This is an optimization exercise on Yosys and OpenROAD, whose aim is small area, not a production implementation.
The RTL was checked by simulation tests, not by an equivalence proof against the original design.
No activity file was given, so power comes from the tool's default toggle rates.

File: config.mk
export PLATFORM = sky130hd
export DESIGN_NAME = cajero
export DESIGN_NICKNAME = cajero
export VERILOG_FILES = /design/flow/design.v
export SDC_FILE = /design/flow/constraint.sdc
export NUM_CORES = 4
export LEC_CHECK = 0
export CAP_MARGIN = 20
export CORE_MARGIN = 2
export CORE_UTILIZATION = 40
export SLEW_MARGIN = 20
File: constraint.sdc
create_clock -name core_clock -period 6.0 [get_ports {Clk}]
set_input_delay 1.2000 -clock core_clock [delete_from_list [all_inputs] [get_ports {Clk}]]
set_output_delay 1.2000 -clock core_clock [all_outputs]
set_load 0.01 [all_outputs]
File: design.v
module cajero(
	Clk, Reset, PIN, TARJETA_RECIBIDA, TIPO_TRANS, DIGITO, DIGITO_STB, 
  MONTO, MONTO_STB, BALANCE_ACTUALIZADO, ENTREGAR_DINERO, FONDOS_INSUFICIENTES,
  PIN_INCORRECTO, ADVERTENCIA, Bloqueo, TIPO_STB
);
input Clk, Reset, TARJETA_RECIBIDA, TIPO_TRANS, DIGITO_STB, MONTO_STB, TIPO_STB;
input [15:0] PIN;
input [3:0] DIGITO;
input [31:0] MONTO;
output reg BALANCE_ACTUALIZADO, ENTREGAR_DINERO, FONDOS_INSUFICIENTES, PIN_INCORRECTO, ADVERTENCIA, Bloqueo;
reg [3:0] state;
reg [3:0] nxt_state;
reg [1:0] incorrecto; 
reg [1:0] nxt_incorrecto;
reg [3:0] n_dig; 
reg [3:0] nxt_n_dig; 
reg [31:0] balance; 
reg [31:0] nxt_balance; 
reg [15:0] pinCOMPLETO; 
reg [15:0] nxt_pinCOMPLETO; 
parameter	IDLE =4'b0001;
parameter	RETIRO =4'b0010;
parameter	DEPOSITO=4'b0100;
parameter	BLOQUEADO=4'b1000;
always @(posedge Clk) begin
  if (Reset==0)begin
    state  <= IDLE;  
    incorrecto <= 0;  
    n_dig <= 0; 
    balance <= 0;  
    pinCOMPLETO <= 0; 
  end else begin
    state  <= nxt_state;   
    incorrecto <= nxt_incorrecto;  
    n_dig <= nxt_n_dig;  
    balance <= nxt_balance;  
    pinCOMPLETO <= nxt_pinCOMPLETO;  
  end
end
always @(*) begin
  nxt_state = state;  
  nxt_incorrecto = incorrecto;
  nxt_n_dig = n_dig;  
  nxt_balance = balance;  
  nxt_pinCOMPLETO = pinCOMPLETO;  
  BALANCE_ACTUALIZADO = 1'b0;
  ENTREGAR_DINERO = 1'b0;
  FONDOS_INSUFICIENTES = 1'b0;
  PIN_INCORRECTO = 1'b0;
  ADVERTENCIA = 1'b0;
  Bloqueo = 1'b0;
  case (state)
    IDLE: begin 
      BALANCE_ACTUALIZADO = 1'b0;
      ENTREGAR_DINERO = 1'b0;
      FONDOS_INSUFICIENTES = 1'b0;
      PIN_INCORRECTO = 1'b0;
      ADVERTENCIA = 1'b0;
      Bloqueo = 1'b0;
        if (TARJETA_RECIBIDA) begin
          if ((DIGITO_STB) && (n_dig<4)) begin  
              nxt_pinCOMPLETO = pinCOMPLETO+(DIGITO << (12-n_dig * 4)); 
              nxt_n_dig=n_dig+1;      
            end    
          else if ((pinCOMPLETO==PIN)&&(n_dig==4)) begin
            nxt_incorrecto = 2'b00;  
            if (TIPO_STB==1'b1) begin  
              nxt_n_dig=0;
              nxt_pinCOMPLETO=0;  
              if (TIPO_TRANS==1'b0) nxt_state = DEPOSITO;
              else nxt_state = RETIRO;
            end
            end 
          else if ((pinCOMPLETO!=PIN)&&(n_dig==4)) begin
            nxt_incorrecto = incorrecto+1;
            PIN_INCORRECTO = 1'b1;
            nxt_n_dig=0;
            nxt_pinCOMPLETO=0;
            end
          if (incorrecto==2) ADVERTENCIA = 1'b1; 
          if (incorrecto>=3) begin  
            nxt_state = BLOQUEADO;  
            Bloqueo=1'b1;  
            nxt_incorrecto=2'b0; 
            end   
          end
        end
    DEPOSITO:	begin
      BALANCE_ACTUALIZADO = 1'b0;
      ENTREGAR_DINERO = 1'b0;
      FONDOS_INSUFICIENTES = 1'b0;
      PIN_INCORRECTO = 1'b0;
      ADVERTENCIA = 1'b0;
      Bloqueo = 1'b0;
      nxt_incorrecto = 2'b00;  
      if (MONTO_STB)
        begin
          nxt_balance=balance+MONTO;
          BALANCE_ACTUALIZADO=1'b1;
          nxt_state=IDLE;
        end
    end
    RETIRO:	begin
      BALANCE_ACTUALIZADO = 1'b0;
      ENTREGAR_DINERO = 1'b0;
      FONDOS_INSUFICIENTES = 1'b0;
      PIN_INCORRECTO = 1'b0;
      ADVERTENCIA = 1'b0;
      Bloqueo = 1'b0;
      nxt_incorrecto = 2'b00;  
      if (MONTO_STB)begin
        if (MONTO<=balance)begin
          nxt_balance=balance-MONTO; 
          BALANCE_ACTUALIZADO=1'b1;
          ENTREGAR_DINERO=1'b1;
          nxt_state=IDLE;
        end else begin
          FONDOS_INSUFICIENTES=1'b1;
          nxt_state=IDLE;
        end
      end
    end
    BLOQUEADO: begin
      BALANCE_ACTUALIZADO = 1'b0;
      ENTREGAR_DINERO = 1'b0;
      FONDOS_INSUFICIENTES = 1'b0;
      PIN_INCORRECTO = 1'b0;
      ADVERTENCIA = 1'b0;
      Bloqueo = 1'b1;
      nxt_incorrecto = 2'b00;
    end
    default nxt_state = state;
  endcase  
end
endmodule
File: run.sh
#!/bin/bash
# synth_recipe.tcl (not shown) runs the flow's synth.tcl, then flattens the netlist and writes it again
# the make line also repeats each setting of config.mk as NAME=value (left out here)
make -C /OpenROAD-flow-scripts/flow DESIGN_CONFIG=/design/flow/config.mk WORK_HOME=/design/flow/orfs CLKGATE_MAP_FILE= SYNTH_SCRIPT=/design/flow/synth_recipe.tcl finish
==> qor.txt, run 1 <==
Final slew viol count: 0
Worst Setup SP: MONTO[13]
Min-delay worst type: flip-flop to flip-flop
Initial antenna violation count: 0
IO buf count: 64
Pwr dens: 149 nW/µm²
Post-DP HPWL: 15.9 mm
Top-Level Pins: 65
Ant. Diodes: 0
Tcrit/Tclk final: 0.908
Startpoint types: input pin
Max_slew headroom: 0.388
Worst path depth: 11
Remaining DRCs: 0
Routed wire per std cell: 17.0 µm
Synthesized area: 6840 µm²
Fin crit period: 5.45 ns
Vias: 7,083
Worst slack, placed: 0.586 ns
Gr usage total: 0.234
Post-synthesis sequential area ratio: 0.170
H-tree Lvls: 3
Post-route ant nets: 0
CTS resizes: 0
Full die area: 18,200 µm²
Reg clk slew, reported paths: 0.06 ns
Path depth of the worst reg2reg path: 14
Initial Utilization: 0.411
Deepest clock path buffer count: 2
Worst skew pair latency: 0.35 ns
Yosys warnings: 1
Synthesized area per cell: 7.10 µm²
Core box area: 16,600 µm²
Status: no timing/DRC/antenna violations
Routed vias/inst: 5.78
Fmax: 184 MHz
CP required: 4.80 ns
Crit-path cells: clkdlybuf4s50_1 > inv_1 > ha_1 > a21oi_1 > o31ai_1 > o2111ai_1 > a31oi_1 > o221ai_1 > a21o_1 > inv_2 > clkdlybuf4s50_1
Ys flop type: dfxtp_1
Final setup fails: 0
Cells after Synth: 963
# rows: 47
Commonest cells after routing, fill and taps aside: nor2_1, a21oi_1, ha_1
Actual slew at the worst max-slew pin: 0.915 ns
Initial DRC count: 595
FF-to-FF End: pinCOMPLETO[14]
TNS Setup: 0 ns
Unrepaired setup endpoints after global routing: no
Slowest-stage cell, CP: clkdlybuf4s50_1
Maxcap violations: 0
Most common cell after layout, fill and taps aside: nor2_1
Post-synth ARST share: 0
Fin nets: 1,144
Ranking of synthesized cells by area: dfxtp_1, ha_1, a21oi_1, nor2_1, xnor2_1
Tot Pwr: 1180 µW
TritonCTS clock tree: yes
Drt total wl: 20.9 mm
Largest net degree at the start of global routing: 41
Yosys reg bits: 58
Most common cell on crit path: clkdlybuf4s50_1
GP Congestion: 0.927
Peak supply drop: 0.128 mV
Die Y: 135 µm
Die span in x: 135 µm
Worst Setup EP: BALANCE_ACTUALIZADO
Post-synth cell types: 67
Synth top area share: 0.170
Vias in the first global route: 6,670
Critical path's largest stage delay: 0.54 ns
CTS buffer count: 9
Worst EP arrival: 4.25 ns
Setup Buffers After CTS: 0
CTS sink count: 58
Hold slack: 0.468 ns
Skew final: 0.0140 ns
CP Class: input pin to output port
Leak: 0.00336 µW
R2R Path Start: n_dig[3]
Top delay family on crit path: compound AO/OA/AOI/OAI gates
Grt ovf: 0
Critical path endpoint category: output port
Final Hold Fails: 0
Area leader, netlist: dfxtp_1
First-pass GRT wire length: 34.3 mm
Root Buffer: clkbuf_16
Cts-stage hold buffer count: 0
EDFF count, synth: 0
Buffers & Inverters on Critical Path: 4
Post-synthesis net count: 1,107
Setup ws final: 0.555 ns
Area grow syn2layout: 16.2%
First drt pass iteration count: 6
Crit-path max FO: 11
Layout cell share with drive strength beyond 1: 0.0388
Reg2reg setup slack: 2.46 ns
[layout make-up]
| class | count | area [µm²] |
|---|---|---|
| Sequential cell | 58 | 1160 |
| Clock inverter | 5 | 103 |
| Clock buffer | 11 | 233 |
| Multi-Input combinational cell | 789 | 5210 |
| Fill cell | 1750 | 8690 |
| Tap cell | 220 | 275 |
| Timing Repair Buffer | 73 | 708 |
| Inverter | 69 | 259 |
[power by group]
part / total [µW] / switching, µW / internal (µW)
registers: 393 / 4.26 / 389
logic: 183 / 102 / 81.2
clock network: 609 / 204 / 405
[routing by layer]
| metal | up-vias | global-route usage | share of wire |
|---|---|---|---|
| met4 | 0 | 0.0573 | 0.018 |
| met3 | 30 | 0.0409 | 0.054 |
| li1 | 3541 | - | - |
| met1 | 3289 | 0.325 | 0.48 |
| met2 | 223 | 0.378 | 0.45 |
| met5 | - | 0 | 0 |
[worst min-delay path by stage]
stage	end	cells past startpoint	startpoint	slack, ns
6_report	balance[31]	2	balance[31]	0.47
5_1_grt	balance[31]	2	balance[31]	0.49
4_1_cts	balance[31]	2	balance[31]	0.47
3_5_place_dp	balance[31]	2	balance[31]	0.46
3_3_place_gp	balance[31]	2	balance[31]	0.45
2_1_floorplan	balance[31]	2	balance[31]	0.44
[cell families (layout without fill, tap and decap cells)]
family | Yosys count | after routing | synth area share
and+or+nand+nor | 335 | 335 | 0.238
AOI/OAI and AO/OA | 310 | 310 | 0.288
buffers and inverters | 116 | 158 | 0.0693
adders and majority gates | 85 | 85 | 0.159
DFF | 58 | 58 | 0.170
xor gates and xnor gates | 52 | 52 | 0.0666
muxes | 7 | 7 | 0.0102
[cell usage after synthesis, types with 3 or more instances]
| master | number |
|---|---|
| a21oi_1 | 103 |
| o41ai_1 | 5 |
| nor3_1 | 29 |
| nor4_1 | 11 |
| o311ai_0 | 4 |
| fa_1 | 3 |
| dfxtp_1 | 58 |
| nand4_1 | 11 |
| buf_2 | 18 |
| a31oi_1 | 11 |
| nand3_1 | 30 |
| xnor2_1 | 40 |
| o22ai_1 | 6 |
| nor2b_1 | 13 |
| nand2_1 | 64 |
| nand2b_1 | 13 |
| inv_1 | 67 |
| and4_1 | 3 |
| a21o_1 | 14 |
| o211ai_1 | 15 |
| mux2i_1 | 7 |
| a22oi_1 | 9 |
| clkbuf_1 | 23 |
| o21a_1 | 4 |
| o2111ai_1 | 4 |
| and3_1 | 12 |
| nor2_1 | 107 |
| and2_1 | 21 |
| ha_1 | 82 |
| or3_1 | 9 |
| o221ai_1 | 3 |
| o21bai_1 | 12 |
| xor2_1 | 12 |
| o21ai_0 | 62 |
| a211oi_1 | 16 |
| a2111oi_0 | 3 |
| a41oi_1 | 3 |
| a311oi_1 | 4 |
| o31ai_1 | 12 |
[stage by stage]
step | area [µm²] | instances | utilization
6_report | 7950 | 1225 | 0.478
5_1_grt | 7950 | 1225 | 0.478
4_1_cts | 7950 | 1225 | 0.478
3_5_place_dp | 7610 | 1209 | 0.457
3_3_place_gp | 7610 | 1209 | 0.457
2_1_floorplan | 6840 | 963 | -
[state kept, by name, summed over array words and instances, names as in the netlist]
name,count
incorrecto,2
pinCOMPLETO,16
balance,32
state,4
n_dig,4
[tightest hold or removal path, stage by stage (launching register included)]
cell and delay (ns):
dfxtp_1 0.31, nand2_1 0.07, a21oi_2 0.05
==> inputs of run 2 (changes only) <==
==> design.v (replaced) <==
module cajero(
  Clk, Reset, PIN, TARJETA_RECIBIDA, TIPO_TRANS, DIGITO, DIGITO_STB,
  MONTO, MONTO_STB, BALANCE_ACTUALIZADO, ENTREGAR_DINERO, FONDOS_INSUFICIENTES,
  PIN_INCORRECTO, ADVERTENCIA, Bloqueo, TIPO_STB
);
input Clk, Reset, TARJETA_RECIBIDA, TIPO_TRANS, DIGITO_STB, MONTO_STB, TIPO_STB;
input [15:0] PIN;
input [3:0] DIGITO;
input [31:0] MONTO;
output reg BALANCE_ACTUALIZADO, ENTREGAR_DINERO, FONDOS_INSUFICIENTES, PIN_INCORRECTO, ADVERTENCIA, Bloqueo;
reg [2:0] q, nq;
reg [1:0] w, nw;           
reg [15:0] dig;            
reg [31:0] bal, nbal;
wire idle  = ~q[2] | (~q[1] & ~q[0]);
wire n4    = q[2] & ~q[1] & ~q[0];
wire dep   = q[2] & ~q[1] &  q[0];
wire wd    = q[2] &  q[1] & ~q[0];
wire lock  = q[2] &  q[1] &  q[0];
wire shift = idle & TARJETA_RECIBIDA & DIGITO_STB & ~q[2];
wire match = (dig == PIN);
wire sub = q[1];
wire [32:0] sum = {1'b0, bal} + {1'b0, MONTO ^ {32{sub}}} + {32'd0, sub};
wire ge = sum[32];
always @(posedge Clk)
  if (shift) dig <= {dig[11:0], DIGITO};
always @(*) begin
  nq = q; nw = w; nbal = bal;
  BALANCE_ACTUALIZADO = 1'b0;
  ENTREGAR_DINERO = 1'b0;
  FONDOS_INSUFICIENTES = 1'b0;
  PIN_INCORRECTO = 1'b0;
  ADVERTENCIA = 1'b0;
  Bloqueo = lock;
  if (idle) begin
    if (TARJETA_RECIBIDA) begin
      if (DIGITO_STB && !q[2]) nq = q + 3'd1;
      else if (n4 && match) begin
        nw = 2'd0;
        if (TIPO_STB) nq = TIPO_TRANS ? 3'd6 : 3'd5;
      end else if (n4) begin
        PIN_INCORRECTO = 1'b1;
        nw = w + 2'd1;
        nq = 3'd0;
      end
      if (w == 2'd2) ADVERTENCIA = 1'b1;
      if (w == 2'd3) begin
        Bloqueo = 1'b1;
        nq = 3'd7;
        nw = 2'd0;
      end
    end
  end else if (MONTO_STB && !lock) begin
    nq = 3'd0;
    if (dep) begin
      nbal = sum[31:0];
      BALANCE_ACTUALIZADO = 1'b1;
    end else if (ge) begin
      nbal = sum[31:0];
      BALANCE_ACTUALIZADO = 1'b1;
      ENTREGAR_DINERO = 1'b1;
    end else
      FONDOS_INSUFICIENTES = 1'b1;
  end
end
always @(posedge Clk) begin
  if (!Reset) begin
    q <= 3'd0;
    w <= 2'd0;
    bal <= 32'd0;
  end else begin
    q <= nq;
    w <= nw;
    bal <= nbal;
  end
end
endmodule
==> run 2 against run 1 <==
Count of clock-buffer cells in the layout down 6. Die area down 37%. Sequential cell count down 5. Final cell count down 43%. Utilization up 2.1 points. Critical path depth up 3. Clock power down 62%. Highest routed layer unchanged. Routed wire length down 50%.
==> qor.txt, run 2 <==
Status: no timing/DRC/antenna violations
CP Class: input pin to output port
Vias: 3,825 (-46%)
Post-synthesis mux area share: 0.00975 (-0.000492)
TritonCTS clock tree: yes
Area grow syn2layout: 21.6%
Synth Area in Adders: 0.108 (-0.0506)
Cts-stage hold buffer count: 0 (unchanged)
Full die area: 11,400 µm² (-37%)
Worst EP arrival: 4.66 ns (+0.41 ns)
Most flops, register: bal
Peak supply drop: 0.0899 mV (-30%)
Combinational power share: 0.180 (+0.026)
Fin nets: 653 (-43%)
Startpoint types: input pin
Core box area: 10,300 µm² (-38%)
Drt total wl: 10.4 mm (-50%)
R2R Path Start: q[1]
Clk pwr share: 0.309 (-0.205)
Fin crit period: 5.86 ns (+0.411 ns)
Routed wire per std cell: 15.0 µm (-12%)
Worst Setup SP: MONTO[0]
Path depth of the worst reg2reg path: 12 (-2)
Max reg flops: 32 (unchanged)
Post-DP HPWL: 7.54 mm (-53%)
Maxcap violations: 0 (unchanged)
Die span in x: 107 µm (-21%)
Sequential share of power: 0.511 (+0.179)
Area leader, netlist: dfxtp_1
Routed vias/inst: 5.50 (-4.8%)
Initial DRC count: 216 (-64%)
Final Util: 0.499 (+0.0211)
Leak: 0.00220 µW (-35%)
Remaining DRCs: 0 (unchanged)
Deepest clock path buffer count: 2 (unchanged)
Yosys reg bits: 53 (-8.6%)
Initial Utilization: 0.410 (-0.000890)
Synth cell count leaders: a21oi_1, xor2_1, dfxtp_1, ha_1
Final slew viol count: 0 (unchanged)
Crit-path max FO: 2 (-9)
Post-synthesis sequential area ratio: 0.288 (+0.119)
Actual slew at the worst max-slew pin: 0.918 ns (+0.00255 ns)
Pint: 531 µW (-39%)
Die Y: 107 µm (-21%)
EDFF count, synth: 16 (+16)
Initial antenna violation count: 0 (unchanged)
Reg clk slew, reported paths: 0.10 ns (+0.04 ns)
CP required: 4.80 ns (about the same)
H-tree Lvls: 2 (-1)
Footprint of the multi-input gates: 2880 µm² (-45%)
Final Hold Fails: 0 (unchanged)
Tot Pwr: 740 µW (-38%)
Ranking of synthesized cells by area: dfxtp_1, edfxtp_1, ha_1, xor2_1, a21oi_1
Cells after Synth: 495 (-49%)
# rows: 37 (-21%)
Post-synth ARST share: 0 (unchanged)
Ant. Diodes: 0 (unchanged)
Largest net degree at the start of global routing: 34 (-17%)
Synthesized area per cell: 8.55 µm² (+20%)
NetSw: 209 µW (-32%)
Reg2reg setup slack: 2.08 ns (-0.38 ns)
First-pass GRT wire length: 17.6 mm (-49%)
Max_slew headroom: 0.380 (-0.00745)
Sw Share: 0.283 (+0.0215)
Largest family of logic cells by synthesized area: compound AO/OA/AOI/OAI gates
Gr usage total: 0.188 (-0.0468)
Filler cell count: 1,010 (-42%)
Ys flop type: dfxtp_1
Vias in the first global route: 3,799 (-43%)
GP Congestion: 0.881 (-5.0%)
FF-to-FF End: bal[0]
Top-Level Pins: 65 (unchanged)
CTS sink count: 53 (-8.6%)
Yosys warnings: 1 (unchanged)
Count leader, synth: a21oi_1
Min-delay worst type: flip-flop to flip-flop
Synthesized area: 4230 µm² (-38%)
Post-Synth XOR/XNOR Area: 0.151 (+0.0844)
Register Area: 1220 µm² (+5.3%)
CTS buffer count: 5 (-4)
Post-synthesis compound-gate area fraction: 0.266 (-0.0219)
Commonest cells after routing, fill and taps aside: clkdlybuf4s50_1, a21oi_1, xor2_1
Root Buffer: clkbuf_8
Post-synth cell types: 60 (-10%)
Tcrit/Tclk final: 0.976 (+0.0686)
Largest registers: bal (32), dig (16), q (3)
Worst Setup EP: BALANCE_ACTUALIZADO
Skew final: 0.0101 ns (-0.00397 ns)
Synth top area share: 0.175 (+0.00520)
Final setup fails: 0 (unchanged)
Grt ovf: 0 (unchanged)
Fmax: 171 MHz (-7.0%)
Post-route ant nets: 0 (unchanged)
Critical path endpoint category: output port
Layout cell share with drive strength beyond 1: 0.0751 (+0.0363)
Post-Synth Simple-Gate Area: 0.142 (-0.0954)
IO buf count: 64 (unchanged)
Worst skew pair latency: 0.32 ns (-0.03 ns)
Pwr dens: 144 nW/µm² (-3.6%)
Most common cell after layout, fill and taps aside: clkdlybuf4s50_1
Post-synthesis net count: 590 (-47%)
First drt pass iteration count: 4 (-2)
-- run 2: changes by cell type after synthesis, sizes merged, moves of 23 or more --
cell,delta
a21oi,-39
ha,-47
inv,-62
nand2,-35
nor2,-83
o21ai,-23
xor2,+33
-- run 2: worst min-delay path by stage --
stage | startpoint | to | depth (start not counted)
2_1_floorplan | bal[0] | bal[0] | 2
3_3_place_gp | dig[0] | dig[4] | 0
3_5_place_dp | dig[0] | dig[4] | 0
4_1_cts | bal[29] | bal[29] | 2
5_1_grt | bal[27] | bal[27] | 2
6_report | bal[16] | bal[16] | 2
-- run 2: cell families (layout without fill, tap and decap cells) --
group,Yosys count,after routing
multiplexers,4,4
AND/OR/NAND/NOR,124,124
XOR/XNOR,73,73
AO/OA/AOI/OAI,175,175
flip-flops,53,53
adder cells (fa/ha/maj),36,36
buffers and inverters,30,94
-- run 2: timing repair --
item | in CTS | in global routing
resized for setup | 0 | 2
endpoints found under the setup margin | 1 | 2
buffers inserted | 1 | 1
-- run 2: area by class of cell --
type | instances | share of cell area
inverter | 7 | 0.00510
tap | 136 | 0.0330
timing repair buffer | 79 | 0.147
multi-input combinational | 412 | 0.559
clock buffer | 5 | 0.0134
sequential | 53 | 0.237
clock inverter | 3 | 0.00559
-- run 2: worst max-delay path, cell delays in order --
cell and delay [ns]:
clkdlybuf4s50_1 0.53, mux2i_1 0.27, inv_1 0.09, fa_1 0.41, a211oi_2 0.25, o21ai_2 0.10
o211ai_2 0.18, a31oi_2 0.14, a221o_1 0.41, a31o_4 0.24, buf_4 0.14, a21boi_4 0.16
nor2_2 0.05, clkdlybuf4s50_1 0.48
-- run 2: per-stage QoR --
step | hold WS (ns) | instance area, µm² | cells | TNS (ns) | setup slack (ns)
2_1_floorplan | 0.446 | 4230 | 495 | 0 | 1.05
3_3_place_gp | 0.454 | 5030 | 685 | 0 | 0.0692
3_5_place_dp | 0.463 | 5030 | 685 | -0.00625 | -0.00625
4_1_cts | 0.487 | 5130 | 694 | 0 | 0.00227
5_1_grt | 0.501 | 5150 | 695 | -0.00835 | -0.00835
6_report | 0.487 | 5150 | 695 | 0 | 0.143
-- run 2: power groups by stage --
stage,Sequential [µW],Combinational (µW),Clock (µW)
3_3_place_gp,386,131,0
6_report,378,133,229
5_1_grt,379,146,252
4_1_cts,378,133,241
2_1_floorplan,384,75.6,0
3_5_place_dp,386,132,0
-- run 2: layer usage --
layer / vias up / share of wire / track usage
met1: 1794 / 0.48 / 0.247
met4: 0 / 0.014 / 0.0510
met2: 74 / 0.47 / 0.324
met3: 12 / 0.034 / 0.0231
li1: 1945 / - / -
met5: - / 0 / 0

## re-timing with driven ports
In the flow no input, the clock included, has a driving cell. The finished layouts below were timed again as built, in two steps.
Step 1 (the two cells are an assumption about what drives the block):
set clk [get_ports {Clk}]
set_driving_cell -lib_cell sky130_fd_sc_hd__clkbuf_16 $clk
set_driving_cell -lib_cell sky130_fd_sc_hd__buf_2 [delete_from_list [all_inputs] $clk]
Step 2 also shifts input and output timing later by t, the mid clock arrival at the registers, as if the neighbouring blocks saw the same clock.
Slacks: no drivers / after step 1 / after step 2; pairs: no drivers / after step 1.
| run | shift t [ns] | setup WS [ns] | worst register clock-pin slew, ns | pins driven straight from the clock port |
|---|---|---|---|---|
| run 1 | 0.387 | 0.555 / 0.529 / 0.529 | 0.06 / 0.06 | 1 |
| run 2 | 0.350 | 0.143 / 0.120 / 0.120 | 0.11 / 0.11 | 1 |
After both steps setup and hold are still met in every run listed. For run 1, which loses most, drivers alone change the setup slack by -0.026 ns; drivers and shift together by -0.026 ns.
